This is an optimization exercise on Yosys and OpenROAD, whose aim is small area, not a production implementation. The RTL was checked by simulation tests, not by an equivalence proof against the original design. Power is estimated from default activity; no workload was simulated.

==> 08-25 <==
==> flow/design.v <==
module CHIP(clk,
            rst_n,
            mem_wen_D,
            mem_addr_D,
            mem_wdata_D,
            mem_rdata_D,
            mem_addr_I,
            mem_rdata_I
    );
    input         clk, rst_n ;
    output        mem_wen_D  ;
    output [31:0] mem_addr_D ;
    output [31:0] mem_wdata_D;
    input  [31:0] mem_rdata_D;
    output [31:0] mem_addr_I ;
    input  [31:0] mem_rdata_I;
    wire [31:0] inst = {mem_rdata_I[7:0], mem_rdata_I[15:8], mem_rdata_I[23:16], mem_rdata_I[31:24]};
    wire [31:0] ldat = {mem_rdata_D[7:0], mem_rdata_D[15:8], mem_rdata_D[23:16], mem_rdata_D[31:24]};
    wire [4:0] rd  = inst[11:7];
    wire [4:0] rs1 = inst[19:15];
    wire [4:0] rs2 = inst[24:20];
    wire is_r    = inst[4];
    wire is_jal  = ~inst[4] &  inst[3];
    wire is_jalr = ~inst[4] & ~inst[3] &  inst[6] &  inst[2];
    wire is_beq  = ~inst[4] & ~inst[3] &  inst[6] & ~inst[2];
    wire is_sw   = ~inst[4] & ~inst[3] & ~inst[6] &  inst[5];
    wire is_lw   = ~inst[4] & ~inst[3] & ~inst[6] & ~inst[5];
    wire r_and   = inst[12];
    wire r_or    = ~inst[12] & inst[14];
    wire r_slt   = ~inst[12] & ~inst[14] & inst[13];
    wire r_sub   = ~inst[12] & ~inst[14] & ~inst[13] & inst[30];
    wire reg_we  = ~(is_sw | is_beq);
    reg  [29:0] pc;
    assign mem_addr_I = {pc, 2'b00};
    wire [991:0] rfv;
    wire [31:0] wd;
    wire [31:0] wdg = wd & {32{rst_n}};
    genvar gi;
    generate for (gi = 1; gi < 32; gi = gi + 1) begin : g_rf
        reg [31:0] r;
        wire we = ~rst_n | (reg_we & (rd == gi));
        always @(posedge clk) if (we) r <= wdg;
        assign rfv[gi*32-1 -: 32] = r;
    end endgenerate
    wire [31:1] s1, s2;
    wire [31:0] a, b;
    rf_dec u_dec1 (.sel(rs1), .oh(s1));
    rf_dec u_dec2 (.sel(rs2), .oh(s2));
    rf_rd  u_rd1  (.regs(rfv), .oh(s1), .q(a));
    rf_rd  u_rd2  (.regs(rfv), .oh(s2), .q(b));
    wire [29:0] imm_i = {{20{inst[31]}}, inst[31:22]};
    wire [29:0] imm_s = {{20{inst[31]}}, inst[31:25], inst[11:9]};
    wire [29:0] imm_b = {{20{inst[31]}}, inst[7], inst[30:25], inst[11:9]};
    wire [29:0] imm_j = {{12{inst[19]}}, inst[19:12], inst[20], inst[30:22]};
    wire pc_op = is_beq | is_jal;
    wire inv_b = is_r & ~r_and & ~r_or & (r_sub | r_slt);
    reg  [29:0] immw;
    always @(*) begin
        if (is_sw)       immw = imm_s;
        else if (is_beq) immw = imm_b;
        else if (is_jal) immw = imm_j;
        else             immw = imm_i;
    end
    wire [31:0] aop = pc_op ? {pc, 2'b00} : a;
    wire [31:0] bop = is_r ? (b ^ {32{inv_b}}) : {immw, 2'b00};
    wire [32:0] sum;
    bk_add32 u_add (.x(aop), .y(bop), .ci(inv_b), .s(sum));
    wire ltu = ~sum[32];
    wire eq = (a == b);
    wire [29:0] pinc = pc + 30'd1;
    wire jump = is_jal | is_jalr | (is_beq & eq);
    wire [29:0] pnext = jump ? sum[31:2] : pinc;
    reg [31:0] res;
    always @(*) begin
        if (~is_r) begin
            if (is_lw) res = ldat;
            else       res = {pinc, 2'b00};
        end else if (r_and) res = a & b;
        else if (r_or)      res = a | b;
        else if (r_slt)     res = {31'd0, ltu};
        else                res = sum[31:0];
    end
    assign wd = res;
    assign mem_wen_D   = is_sw;
    assign mem_addr_D  = {sum[31:2], 2'b00};
    assign mem_wdata_D = {b[7:0], b[15:8], b[23:16], b[31:24]};
    always @(posedge clk) begin
        if (!rst_n) pc <= 30'd0;
        else        pc <= pnext;
    end
endmodule
module bk_add32(x, y, ci, s);
    input  [31:0] x, y;
    input         ci;
    output [32:0] s;
    reg [31:0] g, p, G, P;
    integer i, d;
    always @(*) begin
        g = x & y;
        p = x ^ y;
        G = g;
        P = p;
        G[0] = g[0] | (p[0] & ci);
        for (d = 1; d < 32; d = d * 2)
            for (i = 2*d-1; i < 32; i = i + 2*d) begin
                G[i] = G[i] | (P[i] & G[i-d]);
                P[i] = P[i] & P[i-d];
            end
        for (d = 8; d >= 1; d = d / 2)
            for (i = 3*d-1; i < 32; i = i + 2*d) begin
                G[i] = G[i] | (P[i] & G[i-d]);
                P[i] = P[i] & P[i-d];
            end
    end
    assign s = {G[31], p ^ {G[30:0], ci}};
endmodule
module rf_dec(sel, oh);
    input  [4:0]  sel;
    output [31:1] oh;
    genvar i;
    generate for (i = 1; i < 32; i = i + 1) begin : g
        assign oh[i] = (sel == i);
    end endgenerate
endmodule
module rf_rd(regs, oh, q);
    input  [991:0] regs;
    input  [31:1]  oh;
    output [31:0]  q;
    genvar i, j;
    generate for (i = 0; i < 32; i = i + 1) begin : g_bit
        wire [10:0] t;
        for (j = 0; j < 10; j = j + 1) begin : grp
            rf_ao3 u (.a(regs[(3*j+1)*32+i-32]), .sa(oh[3*j+1]),
                      .b(regs[(3*j+2)*32+i-32]), .sb(oh[3*j+2]),
                      .c(regs[(3*j+3)*32+i-32]), .sc(oh[3*j+3]), .y(t[j]));
        end
        assign t[10] = ~(regs[31*32+i-32] & oh[31]);
        assign q[i] = ~(&t);
    end endgenerate
endmodule
module rf_ao3(a, sa, b, sb, c, sc, y);
    input  a, sa, b, sb, c, sc;
    output y;
    assign y = ~((a & sa) | (b & sb) | (c & sc));
endmodule
==> flow/run.sh <==
#!/bin/bash
# synth_recipe.tcl (not shown) runs the flow's synth.tcl, then flattens the netlist and writes it again
# the make line also repeats each setting of config.mk as NAME=value (left out here)
make -C /OpenROAD-flow-scripts/flow DESIGN_CONFIG=/design/flow/config.mk WORK_HOME=/design/flow/orfs CLKGATE_MAP_FILE= SYNTH_SCRIPT=/design/flow/synth_recipe.tcl finish
==> flow/config.mk <==
export PLATFORM = sky130hd
export DESIGN_NAME = CHIP
export DESIGN_NICKNAME = CHIP
export VERILOG_FILES = /design/flow/design.v
export SDC_FILE = /design/flow/constraint.sdc
export NUM_CORES = 4
export LEC_CHECK = 0
export CAP_MARGIN = 20
export CORE_MARGIN = 2
export CORE_UTILIZATION = 55
export PLACE_DENSITY = 0.65
export SLEW_MARGIN = 20
export SYNTH_HIERARCHICAL = 1
export SYNTH_MINIMUM_KEEP_SIZE = 0
==> flow/constraint.sdc <==
create_clock -name core_clock -period 14.0 [get_ports {clk}]
set_input_delay 2.8000 -clock core_clock [delete_from_list [all_inputs] [get_ports {clk}]]
set_output_delay 2.8000 -clock core_clock [all_outputs]
set_load 0.01 [all_outputs]
==> 11-22: changes against 08-25 <==
--- a/flow/design.v
+++ b/flow/design.v
@@ -36,3 +36,2 @@
     wire [31:0] wd;
-    wire [31:0] wdg = wd & {32{rst_n}};
     genvar gi;
@@ -41,3 +40,3 @@
         wire we = ~rst_n | (reg_we & (rd == gi));
-        always @(posedge clk) if (we) r <= wdg;
+        always @(posedge clk) if (we) r <= wd;
         assign rfv[gi*32-1 -: 32] = r;
@@ -58,3 +57,4 @@
     always @(*) begin
-        if (is_sw)       immw = imm_s;
+        if (is_r)        immw = {30{inv_b}};
+        else if (is_sw)  immw = imm_s;
         else if (is_beq) immw = imm_b;
@@ -64,3 +64,3 @@
     wire [31:0] aop = pc_op ? {pc, 2'b00} : a;
-    wire [31:0] bop = is_r ? (b ^ {32{inv_b}}) : {immw, 2'b00};
+    wire [31:0] bop = (b & {32{is_r}}) ^ {immw, {2{inv_b}}};
     wire [32:0] sum;
@@ -69,15 +69,23 @@
     wire eq = (a == b);
-    wire [29:0] pinc = pc + 30'd1;
+    reg  [29:0] pinc;
+    reg         pcy;
+    integer n;
+    always @(*) begin
+        pcy = 1'b1;
+        for (n = 0; n < 30; n = n + 1) begin
+            pinc[n] = pc[n] ^ pcy;
+            pcy = pcy & pc[n];
+        end
+    end
     wire jump = is_jal | is_jalr | (is_beq & eq);
     wire [29:0] pnext = jump ? sum[31:2] : pinc;
-    reg [31:0] res;
-    always @(*) begin
-        if (~is_r) begin
-            if (is_lw) res = ldat;
-            else       res = {pinc, 2'b00};
-        end else if (r_and) res = a & b;
-        else if (r_or)      res = a | b;
-        else if (r_slt)     res = {31'd0, ltu};
-        else                res = sum[31:0];
-    end
+    wire sel_ld  = rst_n & is_lw;
+    wire sel_lnk = rst_n & (is_jal | is_jalr);
+    wire sel_sum = rst_n & is_r & ~r_and & ~r_or & ~r_slt;
+    wire sel_and = rst_n & is_r & (r_and | r_or);
+    wire sel_or  = rst_n & is_r & r_or;
+    wire sel_slt = rst_n & is_r & r_slt;
+    wire [31:0] res = (ldat & {32{sel_ld}}) | ({pinc, 2'b00} & {32{sel_lnk}}) |
+                      (sum[31:0] & {32{sel_sum}}) | (a & b & {32{sel_and}}) |
+                      ((a ^ b) & {32{sel_or}}) | {31'd0, ltu & sel_slt};
     assign wd = res;
==> flow/flow/run.sh (new file) <==
#!/bin/bash
# Layout flow: the standard layout (standard.sh) with three changes.
#  1. Synthesis: the standard flow's own synthesis script (synth_recipe.tcl, which sources
#     ORFS's synth.tcl) run unchanged except that ABC technology mapping uses
#     flow/abc_area.script, an area-oriented mapping script, instead of ORFS's
#     speed script. Register mapping (dfflibmap), -nofsm -noshare, flattening
#     and renaming are untouched, so the registers are the standard ones.
#  2. Clock tree: clkbuf_16 only, larger sink clusters, no dummy loads.
#  3. Port buffers: every input and output port still gets a buffer, of the
#     smallest buffer cell (buf_1) instead of the flow's default pick.
# Each tool's full output is in orfs/logs/; make's own output goes to flow_make.log.
set -euo pipefail
W=$(pwd)
ABC="$W/flow/abc_area.script"
# copy of ORFS synth.tcl whose only change is the ABC script in abc_args
sed "s|^source \$::env(SCRIPTS_DIR)/synth_preamble.tcl\$|&\nset abc_args [lreplace \$abc_args 1 1 $ABC]\nputs \"flow: ABC script $ABC\"|" \
  "$FLOW_HOME/scripts/synth.tcl" > "$W/flow_synth_core.tcl"
grep -q "flow: ABC script" "$W/flow_synth_core.tcl"
# synth_recipe.tcl with synth.tcl replaced by that copy
sed "s|\$::env(SCRIPTS_DIR)/synth.tcl|$W/flow_synth_core.tcl|" "$W/synth_recipe.tcl" > "$W/flow_synth.tcl"
grep -q "flow_synth_core.tcl" "$W/flow_synth.tcl"
bash standard.sh \
  "SYNTH_SCRIPT=$W/flow_synth.tcl" \
  "CTS_ARGS=-sink_clustering_enable -repair_clock_nets -dont_use_dummy_load -buf_list sky130_fd_sc_hd__clkbuf_16 -sink_clustering_size 25 -sink_clustering_max_diameter 60" \
  "BUFFER_PORTS_ARGS=-buffer_cell sky130_fd_sc_hd__buf_1" \
  finish > flow_make.log 2>&1
==> flow/flow/abc_area.script (new file) <==
&get -n
&st
&dch -f
&nf -R 1000 -a
&st
&syn2
&dch -f
&nf -R 1000 -a
&put
buffer -c
topo
stime -c
upsize -c
dnsize -c
==> flow/standard.sh (new file) <==
#!/bin/bash
# synth_recipe.tcl (not shown) runs the flow's synth.tcl, then flattens the netlist and writes it again
# the make line also repeats each setting of config.mk as NAME=value (left out here)
make -C /OpenROAD-flow-scripts/flow DESIGN_CONFIG=/design/flow/config.mk WORK_HOME=/design/flow/orfs CLKGATE_MAP_FILE= SYNTH_SCRIPT=/design/flow/synth_recipe.tcl "${@:-finish}"
--- a/flow/config.mk
+++ b/flow/config.mk
@@ -10,3 +10,3 @@
 export CORE_UTILIZATION = 55
-export PLACE_DENSITY = 0.65
+export PLACE_DENSITY = 0.8
 export SLEW_MARGIN = 20
removed: flow/run.sh
==> 10-18: changes against 08-25 <==
--- a/flow/design.v
+++ b/flow/design.v
@@ -36,3 +36,2 @@
     wire [31:0] wd;
-    wire [31:0] wdg = wd & {32{rst_n}};
     genvar gi;
@@ -41,3 +40,3 @@
         wire we = ~rst_n | (reg_we & (rd == gi));
-        always @(posedge clk) if (we) r <= wdg;
+        always @(posedge clk) if (we) r <= wd;
         assign rfv[gi*32-1 -: 32] = r;
@@ -58,3 +57,4 @@
     always @(*) begin
-        if (is_sw)       immw = imm_s;
+        if (is_r)        immw = {30{inv_b}};
+        else if (is_sw)  immw = imm_s;
         else if (is_beq) immw = imm_b;
@@ -64,3 +64,3 @@
     wire [31:0] aop = pc_op ? {pc, 2'b00} : a;
-    wire [31:0] bop = is_r ? (b ^ {32{inv_b}}) : {immw, 2'b00};
+    wire [31:0] bop = (b & {32{is_r}}) ^ {immw, {2{inv_b}}};
     wire [32:0] sum;
@@ -69,15 +69,23 @@
     wire eq = (a == b);
-    wire [29:0] pinc = pc + 30'd1;
+    reg  [29:0] pinc;
+    reg         pcy;
+    integer n;
+    always @(*) begin
+        pcy = 1'b1;
+        for (n = 0; n < 30; n = n + 1) begin
+            pinc[n] = pc[n] ^ pcy;
+            pcy = pcy & pc[n];
+        end
+    end
     wire jump = is_jal | is_jalr | (is_beq & eq);
     wire [29:0] pnext = jump ? sum[31:2] : pinc;
-    reg [31:0] res;
-    always @(*) begin
-        if (~is_r) begin
-            if (is_lw) res = ldat;
-            else       res = {pinc, 2'b00};
-        end else if (r_and) res = a & b;
-        else if (r_or)      res = a | b;
-        else if (r_slt)     res = {31'd0, ltu};
-        else                res = sum[31:0];
-    end
+    wire sel_ld  = rst_n & is_lw;
+    wire sel_lnk = rst_n & (is_jal | is_jalr);
+    wire sel_sum = rst_n & is_r & ~r_and & ~r_or & ~r_slt;
+    wire sel_and = rst_n & is_r & (r_and | r_or);
+    wire sel_or  = rst_n & is_r & r_or;
+    wire sel_slt = rst_n & is_r & r_slt;
+    wire [31:0] res = (ldat & {32{sel_ld}}) | ({pinc, 2'b00} & {32{sel_lnk}}) |
+                      (sum[31:0] & {32{sel_sum}}) | (a & b & {32{sel_and}}) |
+                      ((a ^ b) & {32{sel_or}}) | {31'd0, ltu & sel_slt};
     assign wd = res;
==> flow/flow/run.sh (new file) <==
#!/bin/bash
# Layout flow: the standard layout (standard.sh) with three changes.
#  1. Synthesis: the standard flow's own synthesis script (synth_recipe.tcl, which sources
#     ORFS's synth.tcl) run unchanged except that ABC technology mapping uses
#     flow/abc_area.script, an area-oriented mapping script, instead of ORFS's
#     speed script. Register mapping (dfflibmap), -nofsm -noshare, flattening
#     and renaming are untouched, so the registers are the standard ones.
#  2. Clock tree: clkbuf_16 only, larger sink clusters, no dummy loads.
#  3. Port buffers: every input and output port still gets a buffer, of the
#     smallest buffer cell (buf_1) instead of the flow's default pick.
# Each tool's full output is in orfs/logs/; make's own output goes to flow_make.log.
set -euo pipefail
W=$(pwd)
ABC="$W/flow/abc_area.script"
# copy of ORFS synth.tcl whose only change is the ABC script in abc_args
sed "s|^source \$::env(SCRIPTS_DIR)/synth_preamble.tcl\$|&\nset abc_args [lreplace \$abc_args 1 1 $ABC]\nputs \"flow: ABC script $ABC\"|" \
  "$FLOW_HOME/scripts/synth.tcl" > "$W/flow_synth_core.tcl"
grep -q "flow: ABC script" "$W/flow_synth_core.tcl"
# synth_recipe.tcl with synth.tcl replaced by that copy
sed "s|\$::env(SCRIPTS_DIR)/synth.tcl|$W/flow_synth_core.tcl|" "$W/synth_recipe.tcl" > "$W/flow_synth.tcl"
grep -q "flow_synth_core.tcl" "$W/flow_synth.tcl"
bash standard.sh \
  "SYNTH_SCRIPT=$W/flow_synth.tcl" \
  "CTS_ARGS=-sink_clustering_enable -repair_clock_nets -dont_use_dummy_load -buf_list sky130_fd_sc_hd__clkbuf_16 -sink_clustering_size 25 -sink_clustering_max_diameter 60" \
  "BUFFER_PORTS_ARGS=-buffer_cell sky130_fd_sc_hd__buf_1" \
  finish > flow_make.log 2>&1
==> flow/flow/abc_area.script (new file) <==
&get -n
&st
&dch -f
&nf -R 1000 -a
&st
&syn2
&dch -f
&nf -R 1000 -a
&put
buffer -c
topo
stime -c
upsize -c
dnsize -c
==> flow/standard.sh (new file) <==
#!/bin/bash
# synth_recipe.tcl (not shown) runs the flow's synth.tcl, then flattens the netlist and writes it again
# the make line also repeats each setting of config.mk as NAME=value (left out here)
make -C /OpenROAD-flow-scripts/flow DESIGN_CONFIG=/design/flow/config.mk WORK_HOME=/design/flow/orfs CLKGATE_MAP_FILE= SYNTH_SCRIPT=/design/flow/synth_recipe.tcl "${@:-finish}"
removed: flow/run.sh
==> comparison <==
- Between 08-25 and 10-18, the lower die area is in 10-18 (gap 3.7%, measured against 10-18).
- Clock skew, highest first: 10-18, 11-22, 08-25.
- Critical path depth: 10-18 > 11-22 > 08-25.
- In 08-25 the synthesized area is higher than in 10-18, by 3.8%.
- Between 11-22 and 10-18, the lower register-to-register slack is in 10-18 (gap 0.11 ns).
- Clock-buffer cell count, highest first: 08-25, 10-18, 11-22.
- Between 10-18 and 08-25, the lower power is in 10-18 (gap 14%, measured against 08-25).
- The highest non-clock buffer count belongs to 08-25, the lowest to 11-22.
- Between 08-25 and 11-22, the lower final cell count is in 11-22 (gap about 11%, measured against 11-22).
- Flip-flop and latch count is the same in 08-25 and 10-18.

==> separate check: timing with driven ports <==
The flow's constraints put no driver on any port. The routed layouts listed below were extracted and timed again, unchanged, in two steps.
Step 1 (the two cells are an assumption about what drives the block):
set clk [get_ports {clk}]
set_driving_cell -lib_cell sky130_fd_sc_hd__clkbuf_16 $clk
set_driving_cell -lib_cell sky130_fd_sc_hd__buf_2 [delete_from_list [all_inputs] $clk]
Step 2 times the ports against the registers' clock, not the clock port: input delays grow and output delays shrink by t, the midpoint of the rising clock arrivals with the driver on.
a / b / c = ideal ports / drivers / drivers and shift; a / b = the first two.
| run | t (ns) | slack for setup (ns) | latest minus earliest clock arrival (ns) |
|---|---|---|---|
| 08-25 | 0.754 | 1.297 / 1.262 / 1.262 | 0.035 / 0.035 |
| 11-22 | 0.725 | 1.306 / 1.207 / 1.207 | 0.063 / 0.064 |
| 10-18 | 0.704 | 1.234 / 1.096 / 1.096 | 0.069 / 0.069 |
After both steps every run listed still meets setup and hold. The setup slack of 10-18, which loses most, moves by -0.138 ns with the drivers and by -0.138 ns with both steps.
